From an optimization exercise on the open Yosys and OpenROAD flow, aimed at small area; shortcuts taken in it are not production practice.
Where RTL was checked, it was by simulation tests only, not by an equivalence proof against the original.
Power figures rest on the tool's default switching activity, not on a simulated workload.

== the baseline ==
==> flow/design.v (excerpt) <==
module lpf_cascade	(	clk,
				rst,
				sample_clk,
				k,
				vin,
				vout,
				vout_valid);
clock: 10.0 ns
lec_check: 0
abc_area: 1
cap_margin: 20
core_margin: 2
core_utilization: 65
gpl_routability_driven: 0
gpl_timing_driven: 0
place_density: 0.8
slew_margin: 20
synth_hierarchical: 1
synth_minimum_keep_size: 0
standard.sh (not shown) runs the stock make flow with config.mk's settings and CLKGATE_MAP_FILE= SYNTH_SCRIPT=/design/flow/synth_recipe.tcl, a recipe that flattens the netlist after the stock synthesis.
==> flow/flow/run.sh <==
#!/bin/bash
# The standard layout (standard.sh) with three changes:
#  - synthesis uses ORFS's own scripts unchanged except ABC's area script,
#    which maps for area only (amap) instead of map with buffering and
#    sizing for delay; registers are mapped exactly as the standard
#    synthesis maps them (dfflibmap runs before ABC);
#  - each port gets a single buf_1 buffer;
#  - the clock tree is built from clkbuf_4 cells without dummy loads.
# Each tool's output goes to its own log file in this folder.
set -euo pipefail
rm -rf scripts_local
cp -r "$FLOW_HOME/scripts" scripts_local
printf 'strash\ndch\namap -F 4 -A 8\ntopo\n' > scripts_local/abc_area.script
SCRIPTS_DIR="$PWD/scripts_local" bash standard.sh synth > synth.log 2>&1
export BUFFER_PORTS_ARGS="-buffer_cell sky130_fd_sc_hd__buf_1"
export CTS_ARGS="-sink_clustering_enable -repair_clock_nets -dont_use_dummy_load -buf_list {sky130_fd_sc_hd__clkbuf_4} -sink_clustering_size 10 -sink_clustering_max_diameter 40"
bash standard.sh > standard.log 2>&1
The final layout from the baseline, which completed every stage, passed the timing, design-rule and antenna checks at the end of the flow.
> inputs changed (the baseline -> the candidate)
- CORE_UTILIZATION changed from 65 to 55
- PLACE_DENSITY changed from 0.8 to 0.7
==> comparison <==
- Of the candidate and the baseline, the baseline shows the higher met1 capacity usage during global routing, with the candidate below it.
- Multi-input combinational cell area across the candidate and the baseline: no real change.
- Maximum frequency: lower on the candidate
- Comparing the candidate and the baseline, total power is higher on the candidate.
- Across both runs, buffer count excluding the clock tree in the final layout was higher for the candidate than for the baseline.
- The run with more routed wire is the candidate, not the baseline.
- Reported for the candidate and the baseline, post-synthesis instance area turned out identical to the last digit.
- The candidate vs the baseline — register-to-register setup slack dropped 0.09 ns.

---

== run A ==
The RTL this note starts from:
==> flow/design.v <==
module lpf_stage_sub	(	in_n,
				w_n,
				v,
				k,
				d_n);
input	[19:0]	in_n;
input	[19:0]	w_n;
input	[19:0]	v;
input	[3:0]	k;
output	[20:0]	d_n;
wire	[20:0]	cs;
wire	[19:0]	s_n;
wire	[20:0]	a_n;
wire	[14:0]	keep;
wire	[20:0]	vm;
wire	[21:0]	ce;
assign cs[0] = 1'b1;
genvar j;
generate
	for (j = 0; j < 20; j = j + 1) begin : g_s
		assign s_n[j] = in_n[j] ^ w_n[j] ^ cs[j];
		assign cs[j+1] = (in_n[j] & w_n[j]) | (cs[j] & (in_n[j] ^ w_n[j]));
	end
	for (j = 0; j < 15; j = j + 1) begin : g_m
		assign keep[j] = (k <= j);
	end
endgenerate
assign a_n = {s_n[19], s_n[19], s_n[19:1]};
assign vm = {v[19], v[19:15], v[14:0] & keep};
assign ce[0] = 1'b0;
generate
	for (j = 0; j < 21; j = j + 1) begin : g_d
		assign d_n[j] = a_n[j] ^ vm[j] ^ ce[j];
		assign ce[j+1] = (a_n[j] & vm[j]) | (ce[j] & (a_n[j] ^ vm[j]));
	end
endgenerate
endmodule
module lpf_stage_acc	(	v,
				d,
				k,
				vn);
input	[19:0]	v;
input	[20:0]	d;
input	[3:0]	k;
output	[19:0]	vn;
wire signed	[20:0]	ds = d;
wire	[20:0]	shf = ds >>> k;
wire	[19:0]	sh = shf[19:0];
wire	[20:0]	c;
assign c[0] = 1'b0;
genvar j;
generate
	for (j = 0; j < 20; j = j + 1) begin : g_v
		assign vn[j] = v[j] ^ sh[j] ^ c[j];
		assign c[j+1] = (v[j] & sh[j]) | (c[j] & (v[j] ^ sh[j]));
	end
endgenerate
endmodule
module lpf_cascade	(	clk,
				rst,
				sample_clk,
				k,
				vin,
				vout,
				vout_valid);
input		clk;
input		rst;
input		sample_clk;
input	[3:0]	k;
input	[13:0]	vin;
output	[19:0]	vout;
output		vout_valid;
reg		vout_valid;
reg		sample_clk_old;
reg	[13:0]	vin_h;
reg	[3:0]	k_h;
reg	[2:0]	ph;
reg	[1:0]	clr_n;
reg		pend;
reg		run;
reg		run2;
reg	[19:0]	V0, V1, V2, V3, V4;
reg	[19:0]	W0, W1, W2, W3, W4;
reg	[20:0]	d_r;
wire		sample = sample_clk & !sample_clk_old;
wire		ph4 = (ph == 3'd4);
wire		clr = (clr_n != 2'd0);
wire	[19:0]	in_n = ~((ph4 & !clr) ? {vin_h, 6'b000000} : V1);
wire	[20:0]	d_n;
wire	[19:0]	vn;
lpf_stage_sub	SUB	(	.in_n(in_n),
				.w_n(W0),
				.v(V0),
				.k(k_h),
				.d_n(d_n));
lpf_stage_acc	ACC	(	.v(V4),
				.d(d_r),
				.k(k_h),
				.vn(vn));
assign vout = V3;
always @(posedge clk) begin
	sample_clk_old <= sample_clk & !rst;
	if (sample) begin
		vin_h <= vin;
		k_h <= k;
	end
	if (rst) begin
		ph <= 3'd3;
		clr_n <= 2'd2;
		pend <= 1'b0;
		run <= 1'b0;
		run2 <= 1'b0;
		vout_valid <= 1'b0;
	end else begin
		ph <= ph4 ? 3'd0 : ph + 3'd1;
		if (ph4) begin
			if (clr)
				clr_n <= clr_n - 2'd1;
			run <= (pend | sample) & (clr_n[1] == 1'b0);
			pend <= (pend | sample) & clr_n[1];
		end else begin
			pend <= pend | sample;
		end
		run2 <= run;
		vout_valid <= run2 & (ph == 3'd1);
	end
	d_r <= ~(d_n | {21{!run}});
	V0 <= V1;
	V1 <= V2;
	V2 <= V3;
	V3 <= (rst | clr) ? 20'd0 : vn;
	V4 <= V0;
	W0 <= W1;
	W1 <= W2;
	W2 <= W3;
	W3 <= W4;
	W4 <= (run | clr) ? in_n : W0;
end
endmodule
export LEC_CHECK = 0
export ABC_AREA = 1
export CAP_MARGIN = 20
export CORE_MARGIN = 2
export CORE_UTILIZATION = 65
export PLACE_DENSITY = 0.8
export SLEW_MARGIN = 20
create_clock -name core_clock -period 10.0 [get_ports {clk}]
==> flow/flow/run.sh <==
#!/bin/bash
# Standard ORFS layout (the standard.sh) with a single small buffer on
# each port and a clock tree built from small clock buffers without dummy
# loads. Each tool's output goes to standard.log.
set -euo pipefail
export BUFFER_PORTS_ARGS="-buffer_cell sky130_fd_sc_hd__buf_1"
export CTS_ARGS="-sink_clustering_enable -repair_clock_nets -dont_use_dummy_load -buf_list {sky130_fd_sc_hd__clkbuf_4 sky130_fd_sc_hd__clkbuf_8} -sink_clustering_size 20 -sink_clustering_max_diameter 60"
bash standard.sh > standard.log 2>&1
For run B, these inputs were changed with respect to run A:
Settings: a change of PLACE_DENSITY from 0.8 to 0.6; a change of CORE_UTILIZATION from 65 to 40.
==> flow/flow/run.sh <==
#!/bin/bash
# Standard ORFS layout (the standard.sh) with a single small buffer on
# each port and a clock tree built from small clock buffers without dummy
# loads. Each tool's output goes to standard.log.
set -euo pipefail
export BUFFER_PORTS_ARGS="-buffer_cell sky130_fd_sc_hd__buf_1"
export CTS_ARGS="-sink_clustering_enable -repair_clock_nets -dont_use_dummy_load -buf_list {sky130_fd_sc_hd__clkbuf_16} -sink_clustering_size 30 -sink_clustering_max_diameter 80"
bash standard.sh > standard.log 2>&1
--- outcome ---
- On run B: register-to-register slack is 60 ps lower than what run A gave.
- Run B was carried through to the last stage, and its layout satisfied the timing, design-rule and antenna checks.
- Total power of the final layout: run B vs run A up about 6.5%
- Going from run A to run B, portion of total power attributed to combinational logic shrinks by 0.3 points.
Setup changes, run B to run C
==> flow/flow/run.sh <==
#!/bin/bash
# Standard ORFS layout (the standard.sh) with a single small buffer on
# each port and a clock tree built from small clock buffers without dummy
# loads. Each tool's output goes to standard.log.
set -euo pipefail
export BUFFER_PORTS_ARGS="-buffer_cell sky130_fd_sc_hd__buf_1"
export CTS_ARGS="-sink_clustering_enable -repair_clock_nets -dont_use_dummy_load -buf_list {sky130_fd_sc_hd__clkbuf_4} -sink_clustering_size 12 -sink_clustering_max_diameter 50"
bash standard.sh > standard.log 2>&1
--- outcome ---
Compared with run B, run C shows a fmax that is 0.36% lower. Antenna cell count in run C vs run B: up 2. Result for run C and run B: all clean. In the flow results for run C and run B, the final critical path time including I/O delays and setup is smaller on run B. Of run C and run B, the run reporting the lower number of ordinary and repair buffers in the finished layout was run B. Wire length reported by the detailed router was higher in the run labelled run C. When run C is measured against run B, its total design power turns out 6.7% lower. As of run C, post-detailed-route wirelength per cell had fallen slightly compared to run B. The worst IR drop on VDD in run C is 0.80 times that in run B. There was hardly any difference in hold slack between run C and run B. Of run C and run B, it is run C that has the lower utilization.
> inputs changed (run C -> run D)
Settings: CORE_UTILIZATION: 40 -> 65; PLACE_DENSITY: 0.6 -> 0.8.
==> flow/flow/run.sh <==
#!/bin/bash
# Standard ORFS layout (the standard.sh) with a single small buffer on
# each port and a clock tree built from small clock buffers without dummy
# loads. Each tool's output goes to standard.log.
set -euo pipefail
export BUFFER_PORTS_ARGS="-buffer_cell sky130_fd_sc_hd__buf_1"
export CTS_ARGS="-sink_clustering_enable -repair_clock_nets -dont_use_dummy_load -buf_list {sky130_fd_sc_hd__clkbuf_4} -sink_clustering_size 10 -sink_clustering_max_diameter 40"
bash standard.sh > standard.log 2>&1
Notes after the runs:
Of the two candidates, run C has the better via count and run D the worse one. Of run C and run D, the lower all-layer global routing usage belongs to run C. Measured against each other, run C and run D differ in signed area change from the synthesized netlist to the final layout, the lower figure coming from run D.

---

lpf_cascade, a different RTL version from the one above (not shown whole).
For scale: roughly 230 flip-flops, about 7700 sq um of cells after synthesis.
Settings: LEC_CHECK=0, ABC_AREA=1, CAP_MARGIN=20, CORE_MARGIN=2, CORE_UTILIZATION=55, GPL_ROUTABILITY_DRIVEN=0, GPL_TIMING_DRIVEN=0, PLACE_DENSITY=0.7, SLEW_MARGIN=20; clock period 10.0 ns.
==> flow/flow/run.sh <==
#!/bin/bash
# The standard layout (standard.sh) with three changes:
#  - synthesis uses ORFS's own scripts unchanged except ABC's area script,
#    which maps for area only (amap) instead of map with buffering and
#    sizing for delay; registers are mapped exactly as the standard
#    synthesis maps them (dfflibmap runs before ABC);
#  - each port gets a single buf_1 buffer;
#  - the clock tree is built from clkbuf_4 cells without dummy loads.
# Each tool's output goes to its own log file in this folder.
set -euo pipefail
rm -rf scripts_local
cp -r "$FLOW_HOME/scripts" scripts_local
printf 'strash\ndch\namap -F 4 -A 8\ntopo\n' > scripts_local/abc_area.script
SCRIPTS_DIR="$PWD/scripts_local" bash standard.sh synth > synth.log 2>&1
export BUFFER_PORTS_ARGS="-buffer_cell sky130_fd_sc_hd__buf_1"
export CTS_ARGS="-sink_clustering_enable -repair_clock_nets -dont_use_dummy_load -buf_list {sky130_fd_sc_hd__clkbuf_4} -sink_clustering_size 10 -sink_clustering_max_diameter 40"
bash standard.sh > standard.log 2>&1
==> next run, changes <==
--- a/flow/flow/run.sh
+++ b/flow/flow/run.sh
@@ -11,5 +11,5 @@
 rm -rf scripts_local
 cp -r "$FLOW_HOME/scripts" scripts_local
-printf 'strash\ndch\namap -F 4 -A 8\ntopo\n' > scripts_local/abc_area.script
+printf 'strash\ndch -f\namap\ntopo\n' > scripts_local/abc_area.script
 SCRIPTS_DIR="$PWD/scripts_local" bash standard.sh synth > synth.log 2>&1
 export BUFFER_PORTS_ARGS="-buffer_cell sky130_fd_sc_hd__buf_1"
Total power decreases by 2.4%.
Worst setup slack degrades by 0.085 ns.
Non-clock buffer count went down by 5.
Wire length goes down by 0.62%.
Global-route usage is lower by 0.45 points.
No functional check of the RTL was part of any run of this note.

---

== P ==
Another version of the RTL of lpf_cascade (not shown whole).
For scale: ~580 cells after synthesis, ~250 flip-flops, roughly 42 I/O pins, about 7900 µm² of cells after synthesis.
==> flow/design.v (excerpt) <==
module lpf_cascade	(	clk,
				rst,
				sample_clk,
				k,
				vin,
				vout,
				vout_valid);
input		clk;
input		rst;
input		sample_clk;
input	[3:0]	k;
input	[13:0]	vin;
output	[19:0]	vout;
output		vout_valid;
reg		vout_valid;
reg		sample_clk_old;
reg	[13:0]	vin_h;
reg	[3:0]	k_h;
reg	[2:0]	ph;
reg	[1:0]	clr_n;
reg		pend;
reg		run;
reg	[19:0]	V0, V1, V2, V3, V4;
reg	[19:0]	W0, W1, W2, W3, W4;
reg	[20:0]	d_r;
wire		sample = sample_clk & !sample_clk_old;
wire		ph4 = (ph == 3'd4);
wire		clr = (clr_n != 2'd0);
wire	[19:0]	in = (ph4 & !clr) ? {vin_h, 6'b000000} : V1;
wire	[20:0]	d;
wire	[19:0]	vn;
lpf_stage_sub	SUB	(	.in(in),
				.w(W0),
				.v(V0),
				.k(k_h),
				.d(d));
lpf_stage_acc	ACC	(	.v(V4),
				.d(d_r),
				.k(k_h),
				.vn(vn));
assign vout = V3;
always @(posedge clk) begin
	sample_clk_old <= sample_clk & !rst;
	if (sample)
		vin_h <= vin;
	if (rst)
		k_h <= 4'd0;
	else if (sample)
		k_h <= k;
	if (rst) begin
		ph <= 3'd3;
		clr_n <= 2'd2;
		pend <= 1'b0;
		run <= 1'b0;
		vout_valid <= 1'b0;
	end else begin
		ph <= ph4 ? 3'd0 : ph + 3'd1;
		if (ph4) begin
			if (clr)
				clr_n <= clr_n - 2'd1;
			run <= (pend | sample) & (clr_n[1] == 1'b0);
			pend <= (pend | sample) & clr_n[1];
		end else begin
			pend <= pend | sample;
		end
		vout_valid <= run & (ph == 3'd1);
	end
	d_r <= d & {21{run}};
	V0 <= V1;
	V1 <= V2;
	V2 <= V3;
	V3 <= (rst | clr) ? 20'd0 : vn;
	V4 <= V0;
	W0 <= W1;
	W1 <= W2;
	W2 <= W3;
	W3 <= W4;
	W4 <= (run | clr) ? in : W0;
end
endmodule
==> flow/config.mk <==
export PLATFORM = sky130hd
export DESIGN_NAME = lpf_cascade
export DESIGN_NICKNAME = lpf_cascade
export VERILOG_FILES = /design/flow/design.v
export SDC_FILE = /design/flow/constraint.sdc
export NUM_CORES = 4
export LEC_CHECK = 0
export ABC_AREA = 1
export CAP_MARGIN = 20
export CORE_MARGIN = 2
export CORE_UTILIZATION = 65
export PLACE_DENSITY = 0.8
export SLEW_MARGIN = 20
==> flow/constraint.sdc <==
create_clock -name core_clock -period 10.0 [get_ports {clk}]
set_input_delay 2.0000 -clock core_clock [delete_from_list [all_inputs] [get_ports {clk}]]
set_output_delay 2.0000 -clock core_clock [all_outputs]
set_load 0.01 [all_outputs]
==> flow/flow/run.sh <==
#!/bin/bash
# The standard layout (standard.sh) with three changes:
#  - synthesis uses ORFS's own scripts unchanged except ABC's area script,
#    which maps for area only (amap) instead of map with buffering and
#    sizing for delay; registers are mapped exactly as the standard
#    synthesis maps them (dfflibmap runs before ABC);
#  - each port gets a single buf_1 buffer;
#  - the clock tree is built from clkbuf_4 cells without dummy loads.
# Each tool's output goes to its own log file in this folder.
set -euo pipefail
rm -rf scripts_local
cp -r "$FLOW_HOME/scripts" scripts_local
printf 'strash\ndch -f\namap\ntopo\n' > scripts_local/abc_area.script
SCRIPTS_DIR="$PWD/scripts_local" bash standard.sh synth > synth.log 2>&1
export BUFFER_PORTS_ARGS="-buffer_cell sky130_fd_sc_hd__buf_1"
export CTS_ARGS="-sink_clustering_enable -repair_clock_nets -dont_use_dummy_load -buf_list {sky130_fd_sc_hd__clkbuf_4} -sink_clustering_size 10 -sink_clustering_max_diameter 40"
bash standard.sh > standard.log 2>&1
Relative to P, the following input files were edited for Q:
diff --git a/flow/flow/run.sh b/flow/flow/run.sh
--- a/flow/flow/run.sh
+++ b/flow/flow/run.sh
@@ -13 +13 @@
-printf 'strash\ndch -f\namap\ntopo\n' > scripts_local/abc_area.script
+printf 'strash\\ndch -f\\namap\\ntopo\\n' > scripts_local/abc_area.script
==> run notes <==
Q never completed; the flow aborted with a tool error in synthesis (1_2_yosys).
The following lists how R was set up differently from Q:
- GPL_ROUTABILITY_DRIVEN now 0, previously not set
- PLACE_DENSITY now 0.7, was 0.8
- GPL_TIMING_DRIVEN now 0, previously not set
- CORE_UTILIZATION now 55, was 65
diff --git a/flow/flow/run.sh b/flow/flow/run.sh
--- a/flow/flow/run.sh
+++ b/flow/flow/run.sh
@@ -13 +13 @@
-printf 'strash\\ndch -f\\namap\\ntopo\\n' > scripts_local/abc_area.script
+printf 'strash\ndch -f\namap\ntopo\n' > scripts_local/abc_area.script
- Both conditions hold for R: the flow ran to the end and the final layout passed the timing, design-rule and antenna checks.
Inputs modified between R and S:
- swapping 55 for 65 in CORE_UTILIZATION
- clearing GPL_ROUTABILITY_DRIVEN, which used to be 0
- swapping 0.7 for 0.8 in PLACE_DENSITY
Results
Global route total overflow essentially unchanged between S and R. Compared S against R; post-route cell area within noise. Per the comparison of S with R, first-pass GRT wire length increased by about 6.5% relative to the old numbers; combined buffer and inverter count along the critical path now smaller.
Input-level comparison between T and S:
- removing GPL_TIMING_DRIVEN (formerly 0)
diff --git a/flow/flow/run.sh b/flow/flow/run.sh
--- a/flow/flow/run.sh
+++ b/flow/flow/run.sh
@@ -16 +16 @@
-export CTS_ARGS="-sink_clustering_enable -repair_clock_nets -dont_use_dummy_load -buf_list {sky130_fd_sc_hd__clkbuf_4} -sink_clustering_size 10 -sink_clustering_max_diameter 40"
+export CTS_ARGS="-sink_clustering_enable -repair_clock_nets -dont_use_dummy_load -buf_list {sky130_fd_sc_hd__clkbuf_8} -sink_clustering_size 20 -sink_clustering_max_diameter 45"
--- outcome ---
Compared with S, T shows a higher signed area change from the synthesized netlist to the final layout.
From S to T the numbers moved as follows: total power went up by 2.4%; minimum period implied by the final worst setup slack went down by 0.017 ns; buffer count excluding the clock tree in the final layout went up by 17%.

-- port drivers added, routing unchanged --
The results above use ideal ports. As a check the final layouts listed here were re-extracted and re-timed, cells and wires unchanged.
Step 1 (the two cells are an assumption about what drives the block):
set clk [get_ports {clk}]
set_driving_cell -lib_cell sky130_fd_sc_hd__clkbuf_16 $clk
set_driving_cell -lib_cell sky130_fd_sc_hd__buf_2 [delete_from_list [all_inputs] $clk]
Step 2 adds t to the input delays and takes it off the output delays; t is the mean of the earliest and latest rising clock arrival at the registers after step 1. Input paths then give back, and output paths get back, about the clock's delay inside the block.
a / b / c = ideal ports / drivers / drivers and shift; a / b = the first two.
| run | shift t [ns] | slack for setup (ns) | hold slack, ns | worst setup path at the end |
|---|---|---|---|---|
| the baseline | 0.623 | 0.275 / 0.275 / 0.275 | 0.307 / 0.307 / 0.307 | register to register |
| the candidate | 0.659 | 0.189 / 0.189 / 0.189 | 0.317 / 0.317 / 0.317 | register to register |
| run A | 0.534 | 0.512 / 0.512 / 0.512 | 0.310 / 0.310 / 0.310 | register to register |
| run B | 0.512 | 0.457 / 0.457 / 0.457 | 0.273 / 0.273 / 0.273 | register to register |
| run C | 0.678 | 0.423 / 0.423 / 0.423 | 0.276 / 0.276 / 0.276 | register to register |
| run D | 0.658 | 0.453 / 0.453 / 0.453 | 0.303 / 0.303 / 0.303 | register to register |
| the first run of note 3 | 0.664 | 0.301 / 0.301 / 0.301 | 0.284 / 0.284 / 0.284 | register to register |
| the second run of note 3 | 0.667 | 0.216 / 0.216 / 0.216 | 0.285 / 0.285 / 0.285 | register to register |
| P | 0.649 | 0.375 / 0.375 / 0.375 | 0.282 / 0.282 / 0.282 | register to register |
| R | 0.661 | 0.360 / 0.360 / 0.360 | 0.320 / 0.320 / 0.320 | register to register |
| S | 0.657 | 0.335 / 0.335 / 0.335 | 0.323 / 0.323 / 0.323 | register to register |
| T | 0.531 | 0.353 / 0.353 / 0.353 | 0.270 / 0.270 / 0.270 | register to register |
After both steps setup and hold are still met in every run listed.
